From an optimization exercise on the open Yosys and OpenROAD flow, aimed at a short achievable clock period and few clock cycles; shortcuts taken in it are not production practice.
Only simulation tests tie the RTL to the original design; equivalence was not proved.
Power figures rest on the tool's default switching activity, not on a simulated workload.

==> inputs of v5 <==
==> flow/design.v <==
module core (
    input  wire         clk,
    input  wire         rst,
    output wire [31:0]  imem_addr,
    input  wire [31:0]  imem_rdata,
    output wire [31:0]  dmem_addr,
    output wire         dmem_we,
    output wire [31:0]  dmem_wdata,
    output wire  [1:0]  dmem_dqm,
    input  wire [31:0]  dmem_rdata
);
reg  [31:0] pc_f;
reg  [31:0] ir_d;
reg  [31:0] pc_d;
reg         v_d;
reg  [31:0] a_e, b_e, s_e, tgt_e, link_e;
reg         fa_m, fa_w, fa_n;
reg         fb_m, fb_w, fb_n;
reg         fs_m, fs_w, fs_n;
reg         r_add, r_sub, r_sll, r_slt, r_sltu, r_xor, r_sr, r_or, r_and, r_link;
reg         sra_e;
reg         c_eq, c_ne, c_lt, c_ge, c_ltu, c_geu, j_e, jalr_e;
reg         wen_e, load_e, store_e;
reg  [4:0]  rd_e;
reg  [2:0]  f3_e;
reg  [31:0] res_m, sd_m;
reg         wen_m, load_m, store_m;
reg  [4:0]  rd_m;
reg  [2:0]  f3_m;
reg  [1:0]  dqm_m;
reg  [31:0] res_w;
reg         wen_w;
reg  [4:0]  rd_w;
reg  [31:0] rf [1:31];
reg  [31:1] rfv;
wire [6:0]  op   = ir_d[6:0];
wire [2:0]  f3   = ir_d[14:12];
wire        f7b  = ir_d[30];
wire [4:0]  rd   = ir_d[11:7];
wire [4:0]  rs1  = ir_d[19:15];
wire [4:0]  rs2  = ir_d[24:20];
wire is_lui   = (op[6:2] == 5'b01101);
wire is_auipc = (op[6:2] == 5'b00101);
wire is_jal   = (op[6:2] == 5'b11011);
wire is_jalr  = (op[6:2] == 5'b11001);
wire is_br    = (op[6:2] == 5'b11000);
wire is_load  = (op[6:2] == 5'b00000);
wire is_store = (op[6:2] == 5'b01000);
wire is_opi   = (op[6:2] == 5'b00100);
wire is_op    = (op[6:2] == 5'b01100);
wire [31:0] imm_i = {{20{ir_d[31]}}, ir_d[31:20]};
wire [31:0] imm_s = {{20{ir_d[31]}}, ir_d[31:25], ir_d[11:7]};
wire [31:0] imm_b = {{20{ir_d[31]}}, ir_d[7], ir_d[30:25], ir_d[11:8], 1'b0};
wire [31:0] imm_u = {ir_d[31:12], 12'b0};
wire [31:0] imm_j = {{12{ir_d[31]}}, ir_d[19:12], ir_d[20], ir_d[30:21], 1'b0};
wire [31:0] imm   = is_store ? imm_s : (is_lui | is_auipc) ? imm_u : imm_i;
wire uses_rs1 = ~(is_lui | is_auipc | is_jal);
wire uses_rs2 = is_op | is_br | is_store;
wire b_reg    = is_op | is_br;
wire writes   = ~(is_br | is_store) & (rd != 5'd0);
wire [31:0] rf1 = (wen_w & (rd_w == rs1)) ? res_w :
                  (rs1 == 5'd0) ? 32'd0 : (rfv[rs1] ? rf[rs1] : 32'd0);
wire [31:0] rf2 = (wen_w & (rd_w == rs2)) ? res_w :
                  (rs2 == 5'd0) ? 32'd0 : (rfv[rs2] ? rf[rs2] : 32'd0);
wire a_hit_e = wen_e & (rd_e == rs1);
wire a_hit_m = wen_m & (rd_m == rs1);
wire b_hit_e = wen_e & (rd_e == rs2);
wire b_hit_m = wen_m & (rd_m == rs2);
wire stall = v_d & load_e & wen_e &
             ((uses_rs1 & (rd_e == rs1)) | (uses_rs2 & (rd_e == rs2)));
wire [31:0] A = ({32{fa_m}} & res_m) | ({32{fa_w}} & res_w) | ({32{fa_n}} & a_e);
wire [31:0] B = ({32{fb_m}} & res_m) | ({32{fb_w}} & res_w) | ({32{fb_n}} & b_e);
wire [31:0] S = ({32{fs_m}} & res_m) | ({32{fs_w}} & res_w) | ({32{fs_n}} & s_e);
wire [31:0] sum_add = A + B;
wire [31:0] sum_sub = A - B;
wire        eq  = (A == B);
wire        lt  = ($signed(A) < $signed(B));
wire        ltu = (A < B);
wire [31:0] sll = A << B[4:0];
wire [32:0] sra_in = {sra_e & A[31], A};
wire [32:0] sr33 = $signed(sra_in) >>> B[4:0];
wire [31:0] res_e = ({32{r_add}}  & sum_add)
                  | ({32{r_sub}}  & sum_sub)
                  | ({32{r_sll}}  & sll)
                  | ({32{r_slt}}  & {31'd0, lt})
                  | ({32{r_sltu}} & {31'd0, ltu})
                  | ({32{r_xor}}  & (A ^ B))
                  | ({32{r_sr}}   & sr33[31:0])
                  | ({32{r_or}}   & (A | B))
                  | ({32{r_and}}  & (A & B))
                  | ({32{r_link}} & link_e);
wire taken = (c_eq & eq) | (c_ne & ~eq) | (c_lt & lt) | (c_ge & ~lt) |
             (c_ltu & ltu) | (c_geu & ~ltu) | j_e;
wire [31:0] target = jalr_e ? sum_add : tgt_e;
wire [31:0] sd_e = (f3_e[1:0] == 2'b00) ? {24'd0, S[7:0]} :
                   (f3_e[1:0] == 2'b01) ? {16'd0, S[15:0]} :
                   (f3_e[1:0] == 2'b10) ? S : 32'd0;
assign dmem_addr  = res_m;
assign dmem_we    = store_m;
assign dmem_wdata = sd_m;
assign dmem_dqm   = dqm_m;
reg [31:0] ld_m;
always @* begin
    case (f3_m)
        3'b000:  ld_m = {{24{dmem_rdata[7]}}, dmem_rdata[7:0]};
        3'b001:  ld_m = {{16{dmem_rdata[15]}}, dmem_rdata[15:0]};
        3'b100:  ld_m = {24'd0, dmem_rdata[7:0]};
        3'b101:  ld_m = {16'd0, dmem_rdata[15:0]};
        default: ld_m = dmem_rdata;
    endcase
end
assign imem_addr = pc_f;
always @(posedge clk or posedge rst) begin
    if (rst) begin
        pc_f <= 32'd0;
        v_d  <= 1'b0;
    end else if (taken) begin
        pc_f <= target;
        v_d  <= 1'b0;
    end else if (!stall) begin
        pc_f <= pc_f + 32'd1;
        v_d  <= 1'b1;
    end
end
always @(posedge clk) begin
    if (!stall) begin
        ir_d <= imem_rdata;
        pc_d <= pc_f;
    end
end
wire go = v_d & ~stall & ~taken;
always @(posedge clk or posedge rst) begin
    if (rst) begin
        r_add <= 1'b0; r_sub <= 1'b0; r_sll <= 1'b0; r_slt <= 1'b0; r_sltu <= 1'b0;
        r_xor <= 1'b0; r_sr <= 1'b0; r_or <= 1'b0; r_and <= 1'b0; r_link <= 1'b0;
        c_eq <= 1'b0; c_ne <= 1'b0; c_lt <= 1'b0; c_ge <= 1'b0; c_ltu <= 1'b0; c_geu <= 1'b0;
        j_e <= 1'b0; jalr_e <= 1'b0;
        wen_e <= 1'b0; load_e <= 1'b0; store_e <= 1'b0;
    end else begin
        r_add  <= go & (is_lui | is_auipc | is_load | is_store |
                        ((is_op | is_opi) & (f3 == 3'b000) & ~(is_op & f7b)));
        r_sub  <= go & is_op & (f3 == 3'b000) & f7b;
        r_sll  <= go & (is_op | is_opi) & (f3 == 3'b001);
        r_slt  <= go & (is_op | is_opi) & (f3 == 3'b010);
        r_sltu <= go & (is_op | is_opi) & (f3 == 3'b011);
        r_xor  <= go & (is_op | is_opi) & (f3 == 3'b100);
        r_sr   <= go & (is_op | is_opi) & (f3 == 3'b101);
        r_or   <= go & (is_op | is_opi) & (f3 == 3'b110);
        r_and  <= go & (is_op | is_opi) & (f3 == 3'b111);
        r_link <= go & (is_jal | is_jalr);
        c_eq   <= go & is_br & (f3 == 3'b000);
        c_ne   <= go & is_br & (f3 == 3'b001);
        c_lt   <= go & is_br & (f3 == 3'b100);
        c_ge   <= go & is_br & (f3 == 3'b101);
        c_ltu  <= go & is_br & (f3 == 3'b110);
        c_geu  <= go & is_br & (f3 == 3'b111);
        j_e    <= go & (is_jal | is_jalr);
        jalr_e <= go & is_jalr;
        wen_e  <= go & writes;
        load_e <= go & is_load;
        store_e <= go & is_store;
    end
end
always @(posedge clk) begin
    a_e    <= is_lui ? 32'd0 : is_auipc ? pc_d : rf1;
    b_e    <= b_reg ? rf2 : imm;
    s_e    <= rf2;
    tgt_e  <= pc_d + (is_jal ? imm_j : imm_b);
    link_e <= pc_d + 32'd1;
    fa_m   <= uses_rs1 & a_hit_e;
    fa_w   <= uses_rs1 & ~a_hit_e & a_hit_m;
    fa_n   <= ~(uses_rs1 & (a_hit_e | a_hit_m));
    fb_m   <= b_reg & b_hit_e;
    fb_w   <= b_reg & ~b_hit_e & b_hit_m;
    fb_n   <= ~(b_reg & (b_hit_e | b_hit_m));
    fs_m   <= b_hit_e;
    fs_w   <= ~b_hit_e & b_hit_m;
    fs_n   <= ~(b_hit_e | b_hit_m);
    sra_e  <= f7b;
    rd_e   <= rd;
    f3_e   <= f3;
end
always @(posedge clk or posedge rst) begin
    if (rst) begin
        wen_m   <= 1'b0;
        load_m  <= 1'b0;
        store_m <= 1'b0;
        wen_w   <= 1'b0;
    end else begin
        wen_m   <= wen_e;
        load_m  <= load_e;
        store_m <= store_e;
        wen_w   <= wen_m;
    end
end
always @(posedge clk) begin
    res_m <= res_e;
    sd_m  <= sd_e;
    rd_m  <= rd_e;
    f3_m  <= f3_e;
    dqm_m <= (f3_e == 3'b001) ? 2'b01 : (f3_e == 3'b010) ? 2'b10 : 2'b00;
    res_w <= load_m ? ld_m : res_m;
    rd_w  <= rd_m;
end
always @(posedge clk) begin
    if (wen_w)
        rf[rd_w] <= res_w;
end
always @(posedge clk or posedge rst) begin
    if (rst)
        rfv <= 31'd0;
    else if (wen_w)
        rfv[rd_w] <= 1'b1;
end
endmodule
==> flow/run.sh <==
#!/bin/bash
# synth_recipe.tcl (not shown) runs the flow's synth.tcl, then flattens the netlist and writes it again
# the make line also repeats each setting of config.mk as NAME=value (left out here)
make -C /OpenROAD-flow-scripts/flow DESIGN_CONFIG=/design/flow/config.mk WORK_HOME=/design/flow/orfs CLKGATE_MAP_FILE= SYNTH_SCRIPT=/design/flow/synth_recipe.tcl finish
==> flow/config.mk <==
export PLATFORM = sky130hd
export DESIGN_NAME = core
export DESIGN_NICKNAME = core
export VERILOG_FILES = /design/flow/design.v
export SDC_FILE = /design/flow/constraint.sdc
export NUM_CORES = 4
export LEC_CHECK = 0
export ABC_CLOCK_PERIOD_IN_PS = 2500
export CAP_MARGIN = 20
export CORE_MARGIN = 2
export CORE_UTILIZATION = 40
export PLACE_DENSITY = 0.6
export SETUP_SLACK_MARGIN = 5
export SLEW_MARGIN = 20
==> flow/constraint.sdc <==
create_clock -name core_clock -period 12.0 [get_ports {clk}]
set_input_delay 2.4000 -clock core_clock [delete_from_list [all_inputs] [get_ports {clk}]]
set_output_delay 2.4000 -clock core_clock [all_outputs]
set_load 0.01 [all_outputs]
==> v32 (differences from v5) <==
--- a/flow/design.v
+++ b/flow/design.v
@@ -15,2 +15,4 @@
 reg         v_d;
+reg         pred_d;
+reg         kill_q;      
 reg  [31:0] a_e, b_e, s_e, tgt_e, link_e;
@@ -21,3 +23,3 @@
 reg         sra_e;
-reg         c_eq, c_ne, c_lt, c_ge, c_ltu, c_geu, j_e, jalr_e;
+reg         c_eq, c_ne, c_lt, c_ge, c_ltu, c_geu, j_e, jalr_e, pt_e;
 reg         wen_e, load_e, store_e;
@@ -60,2 +62,6 @@
 wire writes   = ~(is_br | is_store) & (rd != 5'd0);
+wire vd       = v_d & ~kill_q;
+wire wen_ex   = wen_e & ~kill_q;
+wire load_ex  = load_e & ~kill_q;
+wire store_ex = store_e & ~kill_q;
 wire [31:0] rf1 = (wen_w & (rd_w == rs1)) ? res_w :
@@ -64,7 +70,7 @@
                   (rs2 == 5'd0) ? 32'd0 : (rfv[rs2] ? rf[rs2] : 32'd0);
-wire a_hit_e = wen_e & (rd_e == rs1);
+wire a_hit_e = wen_ex & (rd_e == rs1);
 wire a_hit_m = wen_m & (rd_m == rs1);
-wire b_hit_e = wen_e & (rd_e == rs2);
+wire b_hit_e = wen_ex & (rd_e == rs2);
 wire b_hit_m = wen_m & (rd_m == rs2);
-wire stall = v_d & load_e & wen_e &
+wire stall = vd & load_ex & wen_ex &
              ((uses_rs1 & (rd_e == rs1)) | (uses_rs2 & (rd_e == rs2)));
@@ -91,5 +97,6 @@
                   | ({32{r_link}} & link_e);
-wire taken = (c_eq & eq) | (c_ne & ~eq) | (c_lt & lt) | (c_ge & ~lt) |
+wire cond  = (c_eq & eq) | (c_ne & ~eq) | (c_lt & lt) | (c_ge & ~lt) |
              (c_ltu & ltu) | (c_geu & ~ltu) | j_e;
-wire [31:0] target = jalr_e ? sum_add : tgt_e;
+wire taken = ((cond ^ pt_e) | jalr_e) & ~kill_q;
+wire [31:0] target = pt_e ? link_e : jalr_e ? sum_add : tgt_e;
 wire [31:0] sd_e = (f3_e[1:0] == 2'b00) ? {24'd0, S[7:0]} :
@@ -112,12 +119,24 @@
 assign imem_addr = pc_f;
+wire [31:0] fi      = imem_rdata;
+wire        f_jal   = (fi[6:2] == 5'b11011);
+wire        f_bb    = (fi[6:2] == 5'b11000) & fi[31];
+wire [31:0] tgt_fj  = pc_f + {{12{fi[31]}}, fi[19:12], fi[20], fi[30:21], 1'b0};
+wire [31:0] tgt_fb  = pc_f + {{20{fi[31]}}, fi[7], fi[30:25], fi[11:8], 1'b0};
+wire [31:0] pc_inc  = pc_f + 32'd1;
 always @(posedge clk or posedge rst) begin
     if (rst) begin
-        pc_f <= 32'd0;
-        v_d  <= 1'b0;
-    end else if (taken) begin
-        pc_f <= target;
-        v_d  <= 1'b0;
-    end else if (!stall) begin
-        pc_f <= pc_f + 32'd1;
-        v_d  <= 1'b1;
+        pc_f   <= 32'd0;
+        v_d    <= 1'b0;
+        pred_d <= 1'b0;
+        kill_q <= 1'b0;
+    end else begin
+        kill_q <= taken;
+        if (taken)
+            pc_f <= target;
+        else if (!stall)
+            pc_f <= f_jal ? tgt_fj : f_bb ? tgt_fb : pc_inc;
+        if (!stall) begin
+            v_d    <= 1'b1;
+            pred_d <= f_jal | f_bb;
+        end
     end
@@ -130,3 +149,3 @@
 end
-wire go = v_d & ~stall & ~taken;
+wire go = vd & ~stall;
 always @(posedge clk or posedge rst) begin
@@ -136,3 +155,3 @@
         c_eq <= 1'b0; c_ne <= 1'b0; c_lt <= 1'b0; c_ge <= 1'b0; c_ltu <= 1'b0; c_geu <= 1'b0;
-        j_e <= 1'b0; jalr_e <= 1'b0;
+        j_e <= 1'b0; jalr_e <= 1'b0; pt_e <= 1'b0;
         wen_e <= 1'b0; load_e <= 1'b0; store_e <= 1'b0;
@@ -158,2 +177,3 @@
         jalr_e <= go & is_jalr;
+        pt_e   <= go & pred_d;
         wen_e  <= go & writes;
@@ -189,5 +209,5 @@
     end else begin
-        wen_m   <= wen_e;
-        load_m  <= load_e;
-        store_m <= store_e;
+        wen_m   <= wen_ex;
+        load_m  <= load_ex;
+        store_m <= store_ex;
         wen_w   <= wen_m;
==> flow/flow/run.sh (new file) <==
#!/bin/bash
set -euo pipefail
MARGIN=${MARGIN:-8.5}
sed "s/SETUP_SLACK_MARGIN=[0-9.]*/SETUP_SLACK_MARGIN=${MARGIN}/" standard.sh > standard_margin.sh
grep -q "SETUP_SLACK_MARGIN=${MARGIN}" standard_margin.sh
bash standard_margin.sh > flow_make.log 2>&1
==> flow/standard.sh (new file) <==
#!/bin/bash
# synth_recipe.tcl (not shown) runs the flow's synth.tcl, then flattens the netlist and writes it again
# the make line also repeats each setting of config.mk as NAME=value (left out here)
make -C /OpenROAD-flow-scripts/flow DESIGN_CONFIG=/design/flow/config.mk WORK_HOME=/design/flow/orfs CLKGATE_MAP_FILE= SYNTH_SCRIPT=/design/flow/synth_recipe.tcl "${@:-finish}"
removed: flow/run.sh
==> v20 (differences from v5) <==
--- a/flow/design.v
+++ b/flow/design.v
@@ -15,2 +15,4 @@
 reg         v_d;
+reg         pred_d;
+reg         kill_q;      
 reg  [31:0] a_e, b_e, s_e, tgt_e, link_e;
@@ -21,3 +23,3 @@
 reg         sra_e;
-reg         c_eq, c_ne, c_lt, c_ge, c_ltu, c_geu, j_e, jalr_e;
+reg         c_eq, c_ne, c_lt, c_ge, c_ltu, c_geu, j_e, jalr_e, pt_e;
 reg         wen_e, load_e, store_e;
@@ -33,2 +35,7 @@
 reg  [4:0]  rd_w;
+localparam BTB_BITS = 4;
+localparam BTB_N    = 1 << BTB_BITS;
+reg  [31:BTB_BITS] btb_tag [0:BTB_N-1];
+reg  [31:0]        btb_tgt [0:BTB_N-1];
+reg  [BTB_N-1:0]   btb_v;
 reg  [31:0] rf [1:31];
@@ -60,2 +67,6 @@
 wire writes   = ~(is_br | is_store) & (rd != 5'd0);
+wire vd       = v_d & ~kill_q;
+wire wen_ex   = wen_e & ~kill_q;
+wire load_ex  = load_e & ~kill_q;
+wire store_ex = store_e & ~kill_q;
 wire [31:0] rf1 = (wen_w & (rd_w == rs1)) ? res_w :
@@ -64,8 +75,11 @@
                   (rs2 == 5'd0) ? 32'd0 : (rfv[rs2] ? rf[rs2] : 32'd0);
-wire a_hit_e = wen_e & (rd_e == rs1);
+wire a_hit_e = wen_ex & (rd_e == rs1);
 wire a_hit_m = wen_m & (rd_m == rs1);
-wire b_hit_e = wen_e & (rd_e == rs2);
+wire b_hit_e = wen_ex & (rd_e == rs2);
 wire b_hit_m = wen_m & (rd_m == rs2);
-wire stall = v_d & load_e & wen_e &
+wire stall = vd & load_ex & wen_ex &
              ((uses_rs1 & (rd_e == rs1)) | (uses_rs2 & (rd_e == rs2)));
+wire [31:0] tgt_d  = pc_d + (is_jal ? imm_j : imm_b);
+wire        pred_j = is_jal | (is_br & ir_d[31]);
+wire        red_d  = vd & ~pred_d & pred_j & ~stall;
 wire [31:0] A = ({32{fa_m}} & res_m) | ({32{fa_w}} & res_w) | ({32{fa_n}} & a_e);
@@ -91,5 +105,6 @@
                   | ({32{r_link}} & link_e);
-wire taken = (c_eq & eq) | (c_ne & ~eq) | (c_lt & lt) | (c_ge & ~lt) |
+wire cond  = (c_eq & eq) | (c_ne & ~eq) | (c_lt & lt) | (c_ge & ~lt) |
              (c_ltu & ltu) | (c_geu & ~ltu) | j_e;
-wire [31:0] target = jalr_e ? sum_add : tgt_e;
+wire taken = ((cond ^ pt_e) | jalr_e) & ~kill_q;
+wire [31:0] target = pt_e ? link_e : jalr_e ? sum_add : tgt_e;
 wire [31:0] sd_e = (f3_e[1:0] == 2'b00) ? {24'd0, S[7:0]} :
@@ -112,12 +127,20 @@
 assign imem_addr = pc_f;
+wire [BTB_BITS-1:0] bi_f = pc_f[BTB_BITS-1:0];
+wire        hit_f = btb_v[bi_f] & (btb_tag[bi_f] == pc_f[31:BTB_BITS]);
 always @(posedge clk or posedge rst) begin
     if (rst) begin
-        pc_f <= 32'd0;
-        v_d  <= 1'b0;
-    end else if (taken) begin
-        pc_f <= target;
-        v_d  <= 1'b0;
-    end else if (!stall) begin
-        pc_f <= pc_f + 32'd1;
-        v_d  <= 1'b1;
+        pc_f   <= 32'd0;
+        v_d    <= 1'b0;
+        pred_d <= 1'b0;
+        kill_q <= 1'b0;
+    end else begin
+        kill_q <= taken;
+        if (taken)
+            pc_f <= target;
+        else if (!stall)
+            pc_f <= red_d ? tgt_d : hit_f ? btb_tgt[bi_f] : pc_f + 32'd1;
+        if (!stall) begin
+            v_d    <= ~red_d;
+            pred_d <= ~red_d & hit_f;
+        end
     end
@@ -130,3 +153,15 @@
 end
-wire go = v_d & ~stall & ~taken;
+always @(posedge clk or posedge rst) begin
+    if (rst)
+        btb_v <= {BTB_N{1'b0}};
+    else if (red_d)
+        btb_v[pc_d[BTB_BITS-1:0]] <= 1'b1;
+end
+always @(posedge clk) begin
+    if (red_d) begin
+        btb_tag[pc_d[BTB_BITS-1:0]] <= pc_d[31:BTB_BITS];
+        btb_tgt[pc_d[BTB_BITS-1:0]] <= tgt_d;
+    end
+end
+wire go = vd & ~stall;
 always @(posedge clk or posedge rst) begin
@@ -136,3 +171,3 @@
         c_eq <= 1'b0; c_ne <= 1'b0; c_lt <= 1'b0; c_ge <= 1'b0; c_ltu <= 1'b0; c_geu <= 1'b0;
-        j_e <= 1'b0; jalr_e <= 1'b0;
+        j_e <= 1'b0; jalr_e <= 1'b0; pt_e <= 1'b0;
         wen_e <= 1'b0; load_e <= 1'b0; store_e <= 1'b0;
@@ -158,2 +193,3 @@
         jalr_e <= go & is_jalr;
+        pt_e   <= go & (pred_d | red_d);
         wen_e  <= go & writes;
@@ -189,5 +225,5 @@
     end else begin
-        wen_m   <= wen_e;
-        load_m  <= load_e;
-        store_m <= store_e;
+        wen_m   <= wen_ex;
+        load_m  <= load_ex;
+        store_m <= store_ex;
         wen_w   <= wen_m;
==> flow/flow/run.sh (new file) <==
#!/bin/bash
set -euo pipefail
MARGIN=${MARGIN:-8.5}
sed "s/SETUP_SLACK_MARGIN=[0-9.]*/SETUP_SLACK_MARGIN=${MARGIN}/" standard.sh > standard_margin.sh
grep -q "SETUP_SLACK_MARGIN=${MARGIN}" standard_margin.sh
bash standard_margin.sh > flow_make.log 2>&1
==> flow/standard.sh (new file) <==
#!/bin/bash
# synth_recipe.tcl (not shown) runs the flow's synth.tcl, then flattens the netlist and writes it again
# the make line also repeats each setting of config.mk as NAME=value (left out here)
make -C /OpenROAD-flow-scripts/flow DESIGN_CONFIG=/design/flow/config.mk WORK_HOME=/design/flow/orfs CLKGATE_MAP_FILE= SYNTH_SCRIPT=/design/flow/synth_recipe.tcl "${@:-finish}"
removed: flow/run.sh
==> comparison <==
Total power, highest first: v20, v32, v5. Against v5, the sequential share of layout area of v32 is lower by 4.7 points. The lowest combinational power belongs to v5, the highest to v20. Setup slack: v5 < v20 < v32. v20 completed with no timing, DRC or antenna violations. v5 ran to the end with no violations. v32 finished clean. Of v32 and v20, v20 has the higher via count (gap 27%, measured against v20).
Testbench counts of v5, summed over its fixed seeds: cycles 47,524.
Testbench counts of v32, summed over its fixed seeds: cycles 42,738.
Testbench counts of v20, summed over its fixed seeds: cycles 44,340.

static timing again, ports no longer ideal:
The results above use ideal ports. As a check the final layouts listed here were re-extracted and re-timed, cells and wires unchanged. Step 1: set_driving_cell puts a clkbuf_16 on clk and a buf_2 on each other input, an assumption about the parent block. Step 2, shift: input delay + t, output delay - t, t = (earliest + latest rising clock arrival at the registers) / 2. This alone moves slack from input paths to output paths. Slacks: ideal / step 1 / step 2; pairs: ideal / step 1.
run	t, ns	setup slack, ns	worst hold slack (ns)	latest minus earliest clock arrival (ns)	worst data-port slew with drivers (ns)
v5	0.910	5.974 / 5.974 / 5.974	0.385 / 0.385 / 0.385	0.040 / 0.040	0.07
v32	0.899	7.192 / 7.192 / 6.440	0.380 / 0.380 / 0.380	0.060 / 0.061	0.08
v20	0.997	7.104 / 7.104 / 7.104	0.355 / 0.355 / 0.355	0.100 / 0.099	0.18
After both steps setup and hold are still met in every run listed. For v32, which loses most, drivers alone change the setup slack by 0.000 ns; drivers and shift together by -0.752 ns.
